Source: an optimization exercise on an open RTL-to-GDS flow (aim: small area). Production flows keep margins and buffers that such runs may drop. No run shown here included a check of the RTL's function; only the layout flow was run. Power and IR drop assume default switching activity.

===== flow/run.sh =====
#!/bin/bash
# synth_recipe.tcl (not shown) runs the flow's synth.tcl, then flattens the netlist and writes it again
# the make line also repeats each setting of config.mk as NAME=value (left out here)
make -C /OpenROAD-flow-scripts/flow DESIGN_CONFIG=/design/flow/config.mk WORK_HOME=/design/flow/orfs CLKGATE_MAP_FILE= SYNTH_SCRIPT=/design/flow/synth_recipe.tcl finish

===== flow/design.v =====
module STS_generator(
    input       [3:0]   addr,
    output reg  [15:0]  rom
);
    always @(*) begin
        case (addr)
            4'd0: rom = {8'h0c, 8'h0c};
            4'd1: rom = {8'hde, 8'h01};
            4'd2: rom = {8'hfd, 8'hec};
            4'd3: rom = {8'h24, 8'hfd};
            4'd4: rom = {8'h18, 8'h00};
            4'd5: rom = {8'h24, 8'hfd};
            4'd6: rom = {8'hfd, 8'hec};
            4'd7: rom = {8'hde, 8'h01};
            4'd8: rom = {8'h0c, 8'h0c};
            4'd9: rom = {8'h01, 8'hde};
            4'd10: rom = {8'hec, 8'hfd};
            4'd11: rom = {8'hfd, 8'h24};
            4'd12: rom = {8'h00, 8'h18};
            4'd13: rom = {8'hfd, 8'h24};
            4'd14: rom = {8'hec, 8'hfd};
            4'd15: rom = {8'h01, 8'hde};
        endcase
    end
endmodule
module LTS_generator(
    input       [5:0]   addr,
    output reg  [15:0]  rom
);
    always @(*) begin
        case (addr)
            6'd0: rom = {8'hff, 8'h1f};
            6'd1: rom = {8'h28, 8'h00};
            6'd2: rom = {8'hff, 8'he1};
            6'd3: rom = {8'h0a, 8'he4};
            6'd4: rom = {8'h19, 8'h15};
            6'd5: rom = {8'h05, 8'h07};
            6'd6: rom = {8'h0f, 8'hea};
            6'd7: rom = {8'he3, 8'hf2};
            6'd8: rom = {8'hf6, 8'he5};
            6'd9: rom = {8'h19, 8'hf9};
            6'd10: rom = {8'h0e, 8'h01};
            6'd11: rom = {8'h00, 8'he3};
            6'd12: rom = {8'hdd, 8'hf4};
            6'd13: rom = {8'h06, 8'hf1};
            6'd14: rom = {8'h0f, 8'hfc};
            6'd15: rom = {8'hfa, 8'h29};
            6'd16: rom = {8'h1f, 8'hff};
            6'd17: rom = {8'h10, 8'hf0};
            6'd18: rom = {8'h09, 8'h19};
            6'd19: rom = {8'hf1, 8'h0a};
            6'd20: rom = {8'hde, 8'h11};
            6'd21: rom = {8'h15, 8'h18};
            6'd22: rom = {8'h12, 8'h04};
            6'd23: rom = {8'hf1, 8'h15};
            6'd24: rom = {8'hf2, 8'hfa};
            6'd25: rom = {8'hf7, 8'hd9};
            6'd26: rom = {8'he1, 8'hfc};
            6'd27: rom = {8'hdf, 8'hfb};
            6'd28: rom = {8'h13, 8'hed};
            6'd29: rom = {8'hff, 8'h0e};
            6'd30: rom = {8'he8, 8'h1d};
            6'd31: rom = {8'h17, 8'h1b};
            6'd32: rom = {8'h03, 8'h19};
            6'd33: rom = {8'hd8, 8'h00};
            6'd34: rom = {8'h03, 8'he7};
            6'd35: rom = {8'h17, 8'he5};
            6'd36: rom = {8'he8, 8'he3};
            6'd37: rom = {8'hff, 8'hf2};
            6'd38: rom = {8'h13, 8'h13};
            6'd39: rom = {8'hdf, 8'h05};
            6'd40: rom = {8'he1, 8'h04};
            6'd41: rom = {8'hf7, 8'h27};
            6'd42: rom = {8'hf2, 8'h06};
            6'd43: rom = {8'hf1, 8'heb};
            6'd44: rom = {8'h12, 8'hfc};
            6'd45: rom = {8'h15, 8'he8};
            6'd46: rom = {8'hde, 8'hef};
            6'd47: rom = {8'hf1, 8'hf6};
            6'd48: rom = {8'h09, 8'he7};
            6'd49: rom = {8'h10, 8'h10};
            6'd50: rom = {8'h1f, 8'h01};
            6'd51: rom = {8'hfa, 8'hd7};
            6'd52: rom = {8'h0f, 8'h04};
            6'd53: rom = {8'h06, 8'h0f};
            6'd54: rom = {8'hdd, 8'h0c};
            6'd55: rom = {8'h00, 8'h1d};
            6'd56: rom = {8'h0e, 8'hff};
            6'd57: rom = {8'h19, 8'h07};
            6'd58: rom = {8'hf6, 8'h1b};
            6'd59: rom = {8'he3, 8'h0e};
            6'd60: rom = {8'h0f, 8'h16};
            6'd61: rom = {8'h05, 8'hf9};
            6'd62: rom = {8'h19, 8'heb};
            6'd63: rom = {8'h0a, 8'h1c};
        endcase
    end
endmodule
module symbol_train(
    input               clk         ,
    input               rst_n       ,
    input               Tx_Clr      ,
    input               Start_En    ,
    output      [7:0]   Train_Im    ,
    output      [7:0]   Train_Re    ,
    output              Train_Adv
);
    reg  [8:0]  T;
    assign Train_Adv = !Tx_Clr && (Start_En || T != 9'd0) && T != 9'd322;
    always @(posedge clk or negedge rst_n) begin
        if (!rst_n)
            T <= 9'd0;
        else if (Tx_Clr)
            T <= 9'd0;
        else if (Train_Adv)
            T <= T + 9'd1;
    end
    wire [15:0] sts_w;
    STS_generator u_STS (.addr(T[3:0]), .rom(sts_w));
    wire [15:0] sts = (T == 9'd0 || T == 9'd160) ? 16'h0606 : sts_w;
    wire [15:0] lts_w;
    LTS_generator u_LTS (.addr(T[5:0]), .rom(lts_w));
    wire [15:0] lts = (T == 9'd161) ? {8'hEC, lts_w[7:0]} :
                      (T == 9'd321) ? 16'h1400 : lts_w;
    wire [15:0] s = (T <= 9'd160) ? sts : lts;
    assign Train_Re = s[15:8];
    assign Train_Im = s[7:0];
endmodule
module spram_64(
    input               clk ,
    input       [15:0]  din ,
    output      [15:0]  dout,
    output      [15:0]  tap
);
    reg [15:0] r [0:63];
    integer i;
    always @(posedge clk) begin
        r[0] <= din;
        for (i = 1; i < 64; i = i + 1)
            r[i] <= r[i-1];
    end
    assign dout = r[63];
    assign tap  = r[62];
endmodule
module cp_add(
    input               clk         ,
    input               rst_n       ,
    input       [7:0]   Din_Re      ,
    input       [7:0]   Din_Im      ,
    input               Din_En      ,
    input       [5:0]   Din_Index   ,
    output      [7:0]   Cp_Re       ,
    output      [7:0]   Cp_Im       ,
    output              Cp_Vld
);
    wire [15:0] dly, first;
    spram_64 u_buf (.clk(clk), .din({Din_Re, Din_Im}), .dout(dly), .tap(first));
    reg  [7:0]  Prev_Re, Prev_Im;
    always @(posedge clk or negedge rst_n) begin
        if (!rst_n) begin
            Prev_Re <= 8'd0;
            Prev_Im <= 8'd0;
        end else if (Din_Index == 6'd63) begin
            Prev_Re <= first[15:8];
            Prev_Im <= first[7:0];
        end
    end
    reg  [6:0]  rd_cnt;
    wire        rd_en = (rd_cnt != 7'd0);
    always @(posedge clk or negedge rst_n) begin
        if (!rst_n)
            rd_cnt <= 7'd0;
        else if (Din_Index == 6'd62)
            rd_cnt <= 7'd65;
        else if (rd_en)
            rd_cnt <= rd_cnt - 7'd1;
    end
    wire [7:0]  win_re = Prev_Re + Din_Re;
    wire [7:0]  win_im = Prev_Im + Din_Im;
    wire        cp     = (Din_Index[5:4] == 2'b11);
    wire        w48    = cp && (Din_Index[3:0] == 4'd0);
    assign Cp_Vld = cp || rd_en;
    assign Cp_Re  = w48 ? {1'b0, win_re[7:1]} : cp ? Din_Re : dly[15:8];
    assign Cp_Im  = w48 ? {1'b0, win_im[7:1]} : cp ? Din_Im : dly[7:0];
endmodule
`timescale 1ns / 1ps
module ofdm_tx_backend(
    input               clk             ,
    input               rst_n           ,
    input               Tx_Clr          ,
    input               Train_Start_En  ,
    input       [7:0]   Din_Re          ,
    input       [7:0]   Din_Im          ,
    input               Din_En          ,
    input       [5:0]   Din_Index       ,
    output reg  [7:0]   Dout_Re         ,
    output reg  [7:0]   Dout_Im         ,
    output reg          Dout_Vld
);
    wire [7:0]       Train_Im   ;
    wire [7:0]       Train_Re   ;
    wire             Train_Adv  ;
    wire [7:0]       Cp_Re      ;
    wire [7:0]       Cp_Im      ;
    wire             Cp_Vld     ;
    symbol_train  u_train (
        .clk                (clk            ),
        .rst_n              (rst_n          ),
        .Tx_Clr             (Tx_Clr         ),
        .Start_En           (Train_Start_En ),
        .Train_Im           (Train_Im       ),
        .Train_Re           (Train_Re       ),
        .Train_Adv          (Train_Adv      )
    );
    cp_add  u_cp_add(
        .clk                (clk            ),
        .rst_n              (rst_n          ),
        .Din_Re             (Din_Re         ),
        .Din_Im             (Din_Im         ),
        .Din_En             (Din_En         ),
        .Din_Index          (Din_Index      ),
        .Cp_Re              (Cp_Re          ),
        .Cp_Im              (Cp_Im          ),
        .Cp_Vld             (Cp_Vld         )
    );
    always @(posedge clk or negedge rst_n) begin
        if (!rst_n)
            Dout_Vld <= 1'b0;
        else
            Dout_Vld <= Train_Adv | Cp_Vld;
    end
    always @(posedge clk) begin
        Dout_Im <= Train_Adv ? Train_Re : Cp_Re;
        Dout_Re <= Train_Adv ? Train_Im : Cp_Im;
    end
endmodule

===== flow/constraint.sdc =====
create_clock -name core_clock -period 5.0 [get_ports {clk}]
set_input_delay 1.0000 -clock core_clock [delete_from_list [all_inputs] [get_ports {clk}]]
set_output_delay 1.0000 -clock core_clock [all_outputs]
set_load 0.01 [all_outputs]

===== flow/config.mk =====
export PLATFORM = sky130hd
export DESIGN_NAME = ofdm_tx_backend
export DESIGN_NICKNAME = ofdm_tx_backend
export VERILOG_FILES = /design/flow/design.v
export SDC_FILE = /design/flow/constraint.sdc
export NUM_CORES = 4
export LEC_CHECK = 0
export CAP_MARGIN = 20
export CORE_MARGIN = 2
export CORE_UTILIZATION = 40
export CTS_BUF_LIST = sky130_fd_sc_hd__clkbuf_4
export CTS_CLUSTER_SIZE = 30
export SLEW_MARGIN = 20

==> impl_metrics.json, run 1 <==
{
  "status": "no timing/DRC/antenna violations",
  "drive_gt1_frac": 0.1922,
  "synth.area.mux_share": 0.01352,
  "synth_area_sq_um": 25170,
  "firstDrtPassIters": 4,
  "drt_iter0_markers": 481,
  "grt_max_degree": 52,
  "post_drt_wl_per_cell_um": 14.05,
  "cts_made_buffers": 219,
  "max_freq_mhz": 292.8,
  "dieWidth_um": 254.9,
  "crit_path_start_kind": "flop",
  "switching_share": 0.2374,
  "synth.area.top_cells": "dfxtp_1 (83%), dfrtp_1 (3.3%), ha_1 (1.5%), a21oi_1 (1.2%), o21ai_0 (1.1%)",
  "final_nets": 1922,
  "ys_types": 67,
  "clock_sinks": 1073,
  "cts_tree": "yes",
  "synth-edff-count": 0,
  "start_util": 0.4064,
  "p_seq_frac": 0.546,
  "drv_cap": 0,
  "power.density_nw_per_um2": 568.3,
  "syn_inst": 1631,
  "worstReg2RegStart": "u_train.T[2]$_DFFE_PN0P_",
  "ant_nets": 0,
  "grt_pass1_wl_um": 65080,
  "place_congestion": 0.7835,
  "clockBufferDepth": 3,
  "worst_slew_pin_slew_ps": 985.1,
  "skew_ps": 51.18,
  "design.core.area_sq_um": 61940,
  "crit_path_end_kind": "flop",
  "synth_common_cells": "dfxtp_1 (1040), nand2_1 (66), a21oi_1 (58)",
  "ir_worst_vdd_mv": 0.3377,
  "wirelength_um": 40230,
  "grt_overflow": 0,
  "drc": 0,
  "intPower_w": 0.01273,
  "io-pin-count": 44,
  "synthSimpleGateAreaFrac": 0.04101,
  "hold_violations": 0,
  "hold_buffers": 0,
  "power.switching_w": 0.003964,
  "synthAdderAreaFrac": 0.01700,
  "yosysSeqAreaShare": 0.8599,
  "worstSetupPathType": "reg -> reg",
  "rsz0062_at_grt": "false",
  "numPortBuffers": 42,
  "synth_xor_area_frac": 0.005915,
  "post_cts_buffers": 0,
  "dp_slack_ps": 1440,
  "period_share": 0.6830,
  "finalCriticalPeriod_ps": 3415,
  "clk_latency_ps": 890,
  "cp.arrival_ps": 4170,
  "viasPerCell": 4.233,
  "gr-usage-all-layers": 0.1289,
  "syn-mean-instance-area_sq_um": 15.43,
  "die_h_um": 254.9,
  "rows": 91,
  "ys_seq_elements": 1073,
  "cts_max_level": 4,
  "async_reset_ff_frac": 0.03075,
  "setup_viol": 0,
  "final-max-slew-violation-count": 0,
  "hold_class": "in -> async",
  "r2r_cells": 7,
  "power_frac_comb": 0.083,
  "placed_area_sq_um": 26530,
  "grt_pass1_vias": 12500,
  "yosys.area.top_type": "dfxtp_1",
  "crit_fanout": 40,
  "yosys_most_used_dff": "dfxtp_1",
  "cts_root_buffer": "clkbuf_4",
  "cts_resized": 0,
  "syn2layout_area_growth_pct": 16.70,
  "synth_compound_area_frac": 0.05229,
  "antenna_found_initial": 1,
  "path_clk_slew_ps": 80,
  "synth_top_family_by_area": "compound AO/OA/AOI/OAI gates",
  "regToRegEndpoint": "Dout_Re[7]$_DFF_P_",
  "synth_top_cell_area_share": 0.8271,
  "synthMostInstantiatedCell": "dfxtp_1",
  "dp_hpwl_um": 23300,
  "vias": 12120,
  "yosys_warnings": 7,
  "slew_headroom": 0.3346,
  "leakagePower_nw": 12.30,
  "power_frac_clock": 0.371,
  "fin_area_sq_um": 29380,
  "setup_ws_ps": 1585,
  "postLayoutCoreUtil": 0.4743,
  "rrSetupSlack_ps": 1580,
  "fp.dieArea_sq_um": 64950,
  "setup_tns_ps": 0,
  "syn_nets": 1691,
  "worstPathRequired_ps": 5750
}
-- metal layers --
metal,global-route usage,part of all wire
met5,0,0
met4,0.05748,0.022
met3,0.04576,0.054
met1,0.1757,0.50
met2,0.1840,0.43
-- sequential cells by signal, summed over array words and instances, names as in the netlist --
name              cells
Dout_Re               8
u_train.T             9
u_cp_add.u_buf.r   1024
Dout_Vld              1
u_cp_add.rd_cnt       7
u_cp_add.Prev_Re      8
u_cp_add.Prev_Im      8
Dout_Im               8
-- cells by family after synthesis --
group                    Yosys count
flip-flops                      1073
AND/OR/NAND/NOR                  210
AO/OA/AOI/OAI                    208
buffers and inverters             62
adder cells (fa/ha/maj)           33
multiplexers                      28
XOR/XNOR                          17
-- worst max-delay path: stages (launching register included) --
cell     delay (ps)
dfrtp_1         910
buf_4           520
nor2_1          140
and2_1          220
a41oi_1         790
o31a_1          300
o21ai_0         210
o21ai_0         170
-- through the flow --
step	hold slack [ps]	cells	power, W
final	242.9	2863	0.01669
after global placement	310.2	2478	0.01070
after detailed placement	312.1	2478	0.01069
after CTS	172.0	2861	0.01697
after global routing	206.5	2862	0.01761
after floorplan	309.6	1631	0.01009
-- cell usage in the layout, fill, tap and decap left out, types with 5 or more instances in the layout --
| cell type | n |
|---|---|
| buf_4 | 10 |
| mux2_2 | 18 |
| ha_1 | 31 |
| dfrtp_1 | 31 |
| a31oi_1 | 12 |
| xnor2_1 | 6 |
| o21a_1 | 6 |
| o21ai_0 | 54 |
| clkdlybuf4s50_1 | 41 |
| nand2_1 | 66 |
| and3_1 | 5 |
| xor2_1 | 11 |
| nand3_1 | 19 |
| nor2b_1 | 16 |
| nor3_1 | 25 |
| o211ai_1 | 11 |
| nor2_1 | 37 |
| clkinv_1 | 42 |
| nand2b_1 | 8 |
| bufinv_16 | 5 |
| or3_1 | 9 |
| a21oi_1 | 58 |
| and2_1 | 7 |
| inv_1 | 17 |
| dfxtp_1 | 1040 |
| clkbuf_4 | 324 |
| mux2i_1 | 7 |
| a211oi_1 | 19 |
-- how the worst max path moves through the flow --
stage / start / to / slack (ps) / cells after the start
global placement: Din_Index[4] / Dout_Re[6]$_DFF_P_ / 1460 / 6
global route: u_train.T[2]$_DFFE_PN0P_ / Dout_Re[7]$_DFF_P_ / 1330 / 7
detailed placement: Din_Index[4] / Dout_Re[6]$_DFF_P_ / 1440 / 6
floorplan: u_train.T[0]$_DFFE_PN0P_ / Dout_Re[0]$_DFF_P_ / 2230 / 11
CTS: u_train.T[2]$_DFFE_PN0P_ / Dout_Re[7]$_DFF_P_ / 1530 / 7
finish: u_train.T[2]$_DFFE_PN0P_ / Dout_Re[7]$_DFF_P_ / 1580 / 7
-- power by group through the flow --
| stage | clock network (W) | logic [W] | registers [W] |
|---|---|---|---|
| 2_1_floorplan | 0 | 0.000815 | 0.00928 |
| 3_3_place_gp | 0 | 0.00140 | 0.00930 |
| 3_5_place_dp | 0 | 0.00138 | 0.00931 |
| 4_1_cts | 0.00646 | 0.00139 | 0.00912 |
| 5_1_grt | 0.00694 | 0.00152 | 0.00915 |
| 6_report | 0.00619 | 0.00139 | 0.00911 |
-- final cells by class --
cell class | count | area (sq um)
fillers | 5464 | 32560
flip-flops and latches | 1073 | 21650
multi-input cells | 496 | 3266
clock buffers | 324 | 2432
well taps | 837 | 1047
repair buffers | 52 | 490.5
clock inverters | 59 | 411.6
inverters | 20 | 75.07
diodes | 2 | 5.005
==> run 2: changes to the inputs <==
--- a/flow/config.mk
+++ b/flow/config.mk
@@ -8,6 +8,4 @@
 export CAP_MARGIN = 20
 export CORE_MARGIN = 2
 export CORE_UTILIZATION = 40
-export CTS_BUF_LIST = sky130_fd_sc_hd__clkbuf_4
-export CTS_CLUSTER_SIZE = 30
 export SLEW_MARGIN = 20
==> impl_metrics.json, run 2 <==
{
  "drive_gt1_frac": 0.1106,
  "ys_seq_elements": 1073,
  "rrSetupSlack_ps": 1620,
  "setup_viol": 0,
  "yosys.area.top_type": "dfxtp_1",
  "yosys_most_used_dff": "dfxtp_1",
  "crit_path_end_kind": "flop",
  "worstSetupPathType": "reg -> reg",
  "drc": 0,
  "layout_common_cells": "dfxtp_1 (1040), clkbuf_16 (92), nand2_1 (66)",
  "top_regs": "u_cp_add.u_buf.r (1024), u_train.T (9)",
  "dieWidth_um": 254.9,
  "gr-usage-all-layers": 0.1232,
  "cts_root_buffer": "clkbuf_16",
  "vias": 11300,
  "final-max-slew-violation-count": 0,
  "worstPathRequired_ps": 5510,
  "yosys_warnings": 7,
  "crit_fanout": 40,
  "max_freq_mhz": 295.5,
  "dp_hpwl_um": 23300,
  "rows": 91,
  "worst_slew_pin_slew_ps": 1011,
  "largest_reg_flops": 1024,
  "clock_sinks": 1073,
  "synthMostInstantiatedCell": "dfxtp_1",
  "grt_overflow": 0,
  "fp.dieArea_sq_um": 64950,
  "grt_pass1_wl_um": 61960,
  "total_power_w": 0.01756,
  "die_h_um": 254.9,
  "grt_pass1_vias": 11230,
  "post_drt_wl_per_cell_um": 14.71,
  "leakagePower_nw": 12.15,
  "hold_buffers": 0,
  "hold_violations": 0,
  "worstReg2RegStart": "u_train.T[2]$_DFFE_PN0P_",
  "final_common_cell": "dfxtp_1",
  "synth-edff-count": 0,
  "grt_max_degree": 52,
  "ant_nets": 0,
  "ys_types": 67,
  "syn-mean-instance-area_sq_um": 15.43,
  "synth_area_sq_um": 25170,
  "drv_cap": 0,
  "cts_tree": "yes",
  "start_util": 0.4064,
  "status": "no timing/DRC/antenna violations",
  "synth.area.top_cells": "dfxtp_1 (83%), dfrtp_1 (3.3%), ha_1 (1.5%), a21oi_1 (1.2%), o21ai_0 (1.1%)",
  "antenna-diode-count": 0,
  "io-pin-count": 44,
  "min_from": "u_cp_add.u_buf.r[47][7]$_DFF_P_",
  "crit_path_start": "u_train.T[2]$_DFFE_PN0P_",
  "synth_top_cell_area_share": 0.8271,
  "ir_worst_vdd_mv": 0.3825,
  "wirelength_um": 38910,
  "syn_inst": 1631,
  "viasPerCell": 4.273,
  "cts_resized": 0,
  "cp.arrival_ps": 3890,
  "numPortBuffers": 42,
  "whs_ps": 315.8,
  "final_nets": 1792,
  "clk_latency_ps": 610,
  "finalCriticalPeriod_ps": 3384,
  "setup_tns_ps": 0,
  "place_congestion": 0.7835,
  "skew_ps": 10.82,
  "hold_class": "reg -> reg",
  "synth_common_cells": "dfxtp_1 (1040), nand2_1 (66), a21oi_1 (58)",
  "period_share": 0.6767,
  "post_cts_buffers": 0,
  "cts_max_level": 3,
  "slew_headroom": 0.3258,
  "crit_path_start_kind": "flop",
  "path_clk_slew_ps": 60,
  "regMostFlops": "u_cp_add.u_buf.r",
  "firstDrtPassIters": 4,
  "syn_nets": 1691,
  "yosysSeqAreaShare": 0.8599,
  "cts_made_buffers": 89,
  "antenna_found_initial": 0,
  "postLayoutCoreUtil": 0.4787,
  "clockBufferDepth": 3,
  "async_reset_ff_frac": 0.03075,
  "design.core.area_sq_um": 61940,
  "syn2layout_area_growth_pct": 17.79,
  "drt_iter0_markers": 572,
  "power.density_nw_per_um2": 592.3,
  "rsz0062_at_grt": "false"
}
run 2: final timing paths:
| check | cells past startpoint | to |
|---|---|---|
| setup / recovery | 7 | Dout_Re[7]$_DFF_P_ |
| hold / removal | 0 | u_cp_add.u_buf.r[48][7]$_DFF_P_ |
| setup reg to reg | 7 | Dout_Re[7]$_DFF_P_ |
| hold reg to reg | 0 | u_cp_add.u_buf.r[48][7]$_DFF_P_ |
| max in group asynchronous | 1 | u_train.T[3]$_DFFE_PN0P_ |
| min in group asynchronous | 1 | u_train.T[2]$_DFFE_PN0P_ |
run 2: logic make-up after synthesis:
group | share of synthesized area
AO/OA/AOI/OAI | 0.05229
XOR/XNOR | 0.005915
buffers and inverters | 0.01039
flip-flops | 0.8599
multiplexers | 0.01352
adder cells (fa/ha/maj) | 0.01700
AND/OR/NAND/NOR | 0.04101
run 2: where the power goes:
group / total (W) / internal [W] / switching, W
Sequential: 0.00912 / 0.00898 / 0.000138
Combinational: 0.00139 / 0.000520 / 0.000873
Clock: 0.00705 / 0.00414 / 0.00291
run 2: worst max-delay path, stage by stage, from the launching register on:
cell     delay [ps]
dfrtp_1         910
buf_4           520
nor2_1          140
and2_1          220
a41oi_1         790
o31a_1          290
o21ai_0         220
o21ai_0         180
run 2: stage by stage:
step | area [sq um] | std cells | worst slack, ps
floorplan | 25170 | 1631 | 2227
global placement | 26530 | 2478 | 1464
detailed placement | 26530 | 2478 | 1440
CTS | 29650 | 2645 | 1576
global route | 29650 | 2645 | 1372
finish | 29650 | 2645 | 1616
run 2: metal layers:
layer,up-vias,GRT usage,part of all wire
met4,0,0.04545,0.024
met1,5400,0.1759,0.51
met5,-,0,0
met2,216,0.1800,0.42
li1,5614,-,-
met3,73,0.03193,0.047
run 2: area by class of cell:
cell class	count	area, sq um
Fill cell	5276	32290
Sequential cell	1073	21650
Multi-Input combinational cell	496	3266
Clock buffer	126	2640
Tap cell	837	1047
Timing Repair Buffer	52	490.5
Clock inverter	41	484.2
Inverter	20	75.07
==> run 3: changes to the inputs <==
--- a/flow/config.mk
+++ b/flow/config.mk
@@ -8,4 +8,6 @@
 export CAP_MARGIN = 20
 export CORE_MARGIN = 2
 export CORE_UTILIZATION = 40
+export CTS_CLUSTER_DIAMETER = 60
+export CTS_CLUSTER_SIZE = 30
 export SLEW_MARGIN = 20
==> impl_metrics.json, run 3 <==
{
  "yosys.area.top_type": "dfxtp_1",
  "rsz0062_at_grt": "false",
  "hold_buffers": 0,
  "layout_common_cells": "dfxtp_1 (1040), nand2_1 (66), a21oi_1 (58)",
  "min_from": "u_cp_add.u_buf.r[12][1]$_DFF_P_",
  "async_reset_ff_frac": 0.03075,
  "top_regs": "u_cp_add.u_buf.r (1024), u_train.T (9)",
  "synth.area.top_cells": "dfxtp_1 (83%), dfrtp_1 (3.3%), ha_1 (1.5%), a21oi_1 (1.2%), o21ai_0 (1.1%)",
  "grt_max_degree": 52,
  "crit_path_start_kind": "flop",
  "die_h_um": 254.9,
  "synth_top_cell_area_share": 0.8271,
  "drt_iter0_markers": 517,
  "post_drt_wl_per_cell_um": 14.94,
  "yosys_most_used_dff": "dfxtp_1",
  "period_share": 0.6714,
  "design.core.area_sq_um": 61940,
  "power.density_nw_per_um2": 526.7,
  "cts_root_buffer": "clkbuf_16",
  "crit_fanout": 40,
  "grt_pass1_vias": 10580,
  "synth_common_cells": "dfxtp_1 (1040), nand2_1 (66), a21oi_1 (58)",
  "path_clk_slew_ps": 100,
  "drive_gt1_frac": 0.05824,
  "nFillCells": 5465,
  "ir_worst_vdd_mv": 0.3128,
  "placed_area_sq_um": 26530,
  "syn2layout_area_growth_pct": 10.54,
  "setup_ws_ps": 1643,
  "slew_headroom": 0.3334,
  "r2r_cells": 7,
  "cp.arrival_ps": 3870,
  "final_nets": 1747,
  "hold_class": "reg -> reg",
  "numPortBuffers": 42,
  "drv_cap": 0,
  "viasPerCell": 4.286,
  "ant_nets": 0,
  "synthMostInstantiatedCell": "dfxtp_1",
  "hold_violations": 0,
  "yosysSeqAreaShare": 0.8599,
  "final_common_cell": "dfxtp_1",
  "start_util": 0.4064,
  "syn_nets": 1691,
  "total_power_w": 0.01466,
  "grt_pass1_wl_um": 59800,
  "ys_seq_elements": 1073,
  "yosys_warnings": 7,
  "ys_types": 67,
  "clock_sinks": 1073,
  "synth_area_sq_um": 25170,
  "worst_slew_pin_slew_ps": 986.9,
  "cts_resized": 0,
  "postLayoutCoreUtil": 0.4493,
  "fp.dieArea_sq_um": 64950,
  "clockBufferDepth": 3,
  "antenna_found_initial": 0,
  "grt_overflow": 0,
  "firstDrtPassIters": 4,
  "worstSetupPathType": "reg -> reg",
  "gr-usage-all-layers": 0.1185,
  "status": "no timing/DRC/antenna violations",
  "finalCriticalPeriod_ps": 3357,
  "fin_area_sq_um": 27830,
  "regMostFlops": "u_cp_add.u_buf.r",
  "cts_max_level": 2,
  "worstReg2RegStart": "u_train.T[2]$_DFFE_PN0P_",
  "skew_ps": 19.68,
  "max_freq_mhz": 297.9,
  "regToRegEndpoint": "Dout_Re[7]$_DFF_P_",
  "post_cts_buffers": 0,
  "syn_inst": 1631,
  "holdPathStages": 0,
  "drc": 0,
  "dp_hpwl_um": 23300,
  "cts_tree": "yes",
  "worstPathRequired_ps": 5510,
  "place_congestion": 0.7835,
  "hold_end": "u_cp_add.u_buf.r[13][1]$_DFF_P_",
  "largest_reg_flops": 1024,
  "rows": 91,
  "leakagePower_nw": 11.25,
  "crit_path_end_kind": "flop",
  "cts_made_buffers": 44,
  "rrSetupSlack_ps": 1640,
  "setup_tns_ps": 0,
  "wirelength_um": 37920,
  "dp_slack_ps": 1440,
  "vias": 10880,
  "dieWidth_um": 254.9,
  "clk_latency_ps": 600,
  "syn-mean-instance-area_sq_um": 15.43,
  "setup_viol": 0,
  "io-pin-count": 44,
  "synth-edff-count": 0,
  "final-max-slew-violation-count": 0
}
==> run 3: cell counts after synthesis <==
No cell type changed its count.
==> run 3: critical path: stages (launching register included) <==
cell and delay, ps:
dfrtp_1 940, buf_4 510, nor2_1 140, and2_1 220, a41oi_1 790, o31a_1 290, o21ai_0 210, o21ai_0 170
==> run 3: cells by family after synthesis <==
family	share of synthesized area
mux	0.01352
xor+xnor	0.005915
compound gates	0.05229
fa+ha+maj	0.01700
flops	0.8599
simple gates	0.04101
buf+inv	0.01039
==> run 3: routing by layer <==
| layer | vias to the layer above | track usage | wire length (um) | share of wire |
|---|---|---|---|---|
| li1 | 5445 | - | - | - |
| met1 | 5198 | 0.1764 | 19870 | 0.52 |
| met2 | 161 | 0.1720 | 15520 | 0.41 |
| met4 | 0 | 0.03960 | 966 | 0.025 |
| met5 | - | 0 | 0 | 0 |
| met3 | 73 | 0.02339 | 1571 | 0.041 |
==> run 3: layout make-up <==
cell class                      count  area, sq um  share of cell area
Sequential cell                  1073        21650              0.7780
Antenna cell                        1        2.502          0.00008993
Clock buffer                       52         1162             0.04177
Clock inverter                      7        135.1            0.004856
Multi-Input combinational cell    496         3266              0.1174
Tap cell                          837         1047             0.03763
Timing Repair Buffer               52        490.5             0.01763
Inverter                           20        75.07            0.002698
==> run 3: stage by stage <==
step | hold slack, ps | std cells
after floorplan | 309.6 | 1631
after global placement | 310.2 | 2478
after detailed placement | 312.1 | 2478
after CTS | 318.9 | 2537
after global routing | 327.5 | 2537
final | 320.3 | 2538
==> run 3: worst max path at each step <==
stage / start / end / slack (ps)
after detailed placement: Din_Index[4] / Dout_Re[6]$_DFF_P_ / 1440
after CTS: u_train.T[2]$_DFFE_PN0P_ / Dout_Re[7]$_DFF_P_ / 1570
after global placement: Din_Index[4] / Dout_Re[6]$_DFF_P_ / 1460
after global routing: u_train.T[2]$_DFFE_PN0P_ / Dout_Re[7]$_DFF_P_ / 1370
after floorplan: u_train.T[0]$_DFFE_PN0P_ / Dout_Re[0]$_DFF_P_ / 2230
final: u_train.T[2]$_DFFE_PN0P_ / Dout_Re[7]$_DFF_P_ / 1640
==> run 3: where the power goes <==
part	leakage (nW)	switching [W]	total [W]	internal (W)
clock network	0.628	0.00244	0.00416	0.00172
registers	9.13	0.000138	0.00911	0.00897
logic	1.49	0.000864	0.00138	0.000520
==> run 4: changes to the inputs <==
--- a/flow/config.mk
+++ b/flow/config.mk
@@ -7,7 +7,7 @@
 export LEC_CHECK = 0
 export CAP_MARGIN = 20
 export CORE_MARGIN = 2
-export CORE_UTILIZATION = 40
-export CTS_CLUSTER_DIAMETER = 60
-export CTS_CLUSTER_SIZE = 30
+export CORE_UTILIZATION = 50
+export CTS_CLUSTER_DIAMETER = 50
+export CTS_CLUSTER_SIZE = 25
 export SLEW_MARGIN = 20
==> impl_metrics.json, run 4 <==
{
  "cpPeakStageDelay_ps": 670,
  "synth_area_sq_um": 25170,
  "drive_gt1_frac": 0.07626,
  "placed_area_sq_um": 26340,
  "ir_worst_vdd_mv": 0.3273,
  "cts_max_level": 2,
  "crit_fanout": 12,
  "worstSetupPathType": "reg -> reg",
  "cp.arrival_ps": 3830,
  "largest_reg_flops": 1024,
  "top_regs": "u_cp_add.u_buf.r (1024), u_train.T (9)",
  "worstPathRequired_ps": 5560,
  "rrSetupSlack_ps": 1730,
  "design.core.area_sq_um": 49970,
  "drt_iter0_markers": 596,
  "drv_cap": 0,
  "syn-mean-instance-area_sq_um": 15.43,
  "syn2layout_area_growth_pct": 11.85,
  "drc": 0,
  "max_freq_mhz": 305.5,
  "setup_viol": 0,
  "path_common_cell": "a211oi_1",
  "period_share": 0.6547,
  "async_reset_ff_frac": 0.03075,
  "grt_overflow": 0,
  "syn_inst": 1631,
  "clockBufferDepth": 3,
  "synth-edff-count": 0,
  "layout_common_cells": "dfxtp_1 (1040), nand2_1 (66), a21oi_1 (58)",
  "skew_ps": 28.54,
  "synth.area.top_cells": "dfxtp_1 (83%), dfrtp_1 (3.3%), ha_1 (1.5%), a21oi_1 (1.2%), o21ai_0 (1.1%)",
  "total_power_w": 0.01545,
  "viasPerCell": 4.578,
  "post_drt_wl_per_cell_um": 15.77,
  "worst_slew_pin_slew_ps": 990.3,
  "yosys_most_used_dff": "dfxtp_1",
  "die_h_um": 228.4,
  "vias": 11000,
  "io-pin-count": 44,
  "numPortBuffers": 42,
  "final_nets": 1761,
  "path_cells": "inv_1, ha_1, nor2b_1, nor2_1, a211oi_1, a211oi_1, o41ai_1, o21bai_1",
  "ys_types": 67,
  "grt_pass1_wl_um": 60570,
  "hold_class": "reg -> reg",
  "firstDrtPassIters": 5,
  "rsz0062_at_grt": "false",
  "antenna_found_initial": 0,
  "grt_max_degree": 54,
  "yosys.area.top_type": "dfxtp_1",
  "final-max-slew-violation-count": 0,
  "crit_path_start_kind": "flop",
  "synth_top_cell_area_share": 0.8271,
  "cts_resized": 0,
  "dp_hpwl_um": 22510,
  "cts_made_buffers": 57,
  "rows": 82,
  "yosysSeqAreaShare": 0.8599,
  "ant_nets": 0,
  "cts_tree": "yes",
  "post_cts_buffers": 0,
  "synth_common_cells": "dfxtp_1 (1040), nand2_1 (66), a21oi_1 (58)",
  "path_clk_slew_ps": 90,
  "postLayoutCoreUtil": 0.5635,
  "antenna-diode-count": 0,
  "wirelength_um": 37890,
  "clock_sinks": 1073,
  "crit_path_end_kind": "flop",
  "setup_tns_ps": 0,
  "grt_pass1_vias": 11080,
  "status": "no timing/DRC/antenna violations",
  "hold_buffers": 0,
  "dieWidth_um": 228.4,
  "place_congestion": 0.8483,
  "slew_headroom": 0.3374,
  "fin_area_sq_um": 28160,
  "regMostFlops": "u_cp_add.u_buf.r",
  "finalCriticalPeriod_ps": 3274,
  "synthMostInstantiatedCell": "dfxtp_1",
  "gr-usage-all-layers": 0.1478,
  "clk_latency_ps": 630,
  "crit_family": "compound AO/OA/AOI/OAI gates",
  "fp.dieArea_sq_um": 52160,
  "cts_root_buffer": "clkbuf_16",
  "yosys_warnings": 7,
  "start_util": 0.5038,
  "ys_seq_elements": 1073,
  "critical_path_buf_inv_count": 1,
  "power.density_nw_per_um2": 548.8,
  "syn_nets": 1691,
  "final_common_cell": "dfxtp_1",
  "cp_slowest_cell": "o41ai_1",
  "hold_violations": 0,
  "leakagePower_nw": 11.50
}
## run 4: stage by stage
stage	std cells	hold slack (ps)	setup slack [ps]
4_1_cts	2403	312.6	1666
3_5_place_dp	2314	312.1	1472
2_1_floorplan	1631	309.6	2227
5_1_grt	2403	304.8	1485
6_report	2403	317.3	1726
3_3_place_gp	2314	310.7	1420
## run 4: worst register-to-register path, delay by kind of cell, from the launching register on
kind | cells | cell delay [ps]
buffers and inverters | 1 | 400
AOI/OAI and AO/OA | 4 | 1380
adders and majority gates | 1 | 510
DFF | 1 | 390
and+or+nand+nor | 2 | 540
## run 4: worst paths after layout
check / start / endpoint / cells after the start
min: u_cp_add.u_buf.r[7][11]$_DFF_P_ / u_cp_add.u_buf.r[8][11]$_DFF_P_ / 0
max in group asynchronous: rst_n / u_train.T[3]$_DFFE_PN0P_ / 1
max reg2reg: u_train.T[1]$_DFFE_PN0P_ / Dout_Im[7]$_DFF_P_ / 8
max: u_train.T[1]$_DFFE_PN0P_ / Dout_Im[7]$_DFF_P_ / 8
min reg2reg: u_cp_add.u_buf.r[7][11]$_DFF_P_ / u_cp_add.u_buf.r[8][11]$_DFF_P_ / 0
min in group asynchronous: rst_n / u_cp_add.Prev_Re[2]$_DFFE_PN0N_ / 1
## run 4: report_power, final
group	leakage, nW	total (W)	switching [W]	internal (W)
sequential	9.13	0.00911	0.000145	0.00897
clock	0.876	0.00493	0.00266	0.00228
combinational	1.49	0.00140	0.000886	0.000517
total	11.5	0.0155	0.00369	0.0118
## run 4: cells by family (layout without fill, tap and decap cells)
| family | Yosys count | count (layout) | share of synthesized area |
|---|---|---|---|
| buf+inv | 62 | 162 | 0.01039 |
| compound gates | 208 | 208 | 0.05229 |
| simple gates | 210 | 210 | 0.04101 |
| xor+xnor | 17 | 17 | 0.005915 |
| mux | 28 | 28 | 0.01352 |
| flops | 1073 | 1073 | 0.8599 |
| fa+ha+maj | 33 | 33 | 0.01700 |
## run 4: metal layers
metal	routed length (um)	vias up	GRT usage	part of all wire
met5	0	-	0	0
met4	1096	0	0.05882	0.029
met3	1584	68	0.02807	0.042
met2	15340	181	0.2091	0.40
met1	19870	5254	0.2234	0.52
li1	-	5497	-	-
## run 4: area by class of cell
| class | count | area [sq um] |
|---|---|---|
| Fill cell | 4017 | 21810 |
| Sequential cell | 1073 | 21650 |
| Inverter | 20 | 75.07 |
| Clock buffer | 64 | 1483 |
| Timing Repair Buffer | 53 | 510.5 |
| Tap cell | 672 | 840.8 |
| Clock inverter | 25 | 334.1 |
| Multi-Input combinational cell | 496 | 3266 |

afterwards: timing with drivers on the ports:
The results above use ideal ports. As a check the final layouts listed here were re-extracted and re-timed, cells and wires unchanged. Step 1, drivers: a clkbuf_16 drives clk and a buf_2 each remaining input, both assumed. Step 2, shift: input delay + t, output delay - t, t = (earliest + latest rising clock arrival at the registers) / 2. This alone moves slack from input paths to output paths. Three values: ideal, step 1, step 2; two values: the first two.
| run | shift t [ns] | slack for setup (ns) | latest minus earliest clock arrival (ns) | worst register clock-pin slew, ns | worst slew at a driven data input, ns |
|---|---|---|---|---|---|
| run 1 | 0.909 | 1.585 / 1.585 / 1.438 | 0.056 / 0.056 | 0.08 / 0.08 | 0.06 |
| run 2 | 0.654 | 1.616 / 1.616 / 1.444 | 0.018 / 0.018 | 0.07 / 0.07 | 0.06 |
| run 3 | 0.643 | 1.643 / 1.643 / 1.439 | 0.025 / 0.026 | 0.10 / 0.10 | 0.06 |
| run 4 | 0.668 | 1.726 / 1.726 / 1.438 | 0.032 / 0.032 | 0.09 / 0.09 | 0.05 |
After both steps every run listed still meets setup and hold. The setup slack of run 4, which loses most, moves by 0.000 ns with the drivers and by -0.288 ns with both steps.
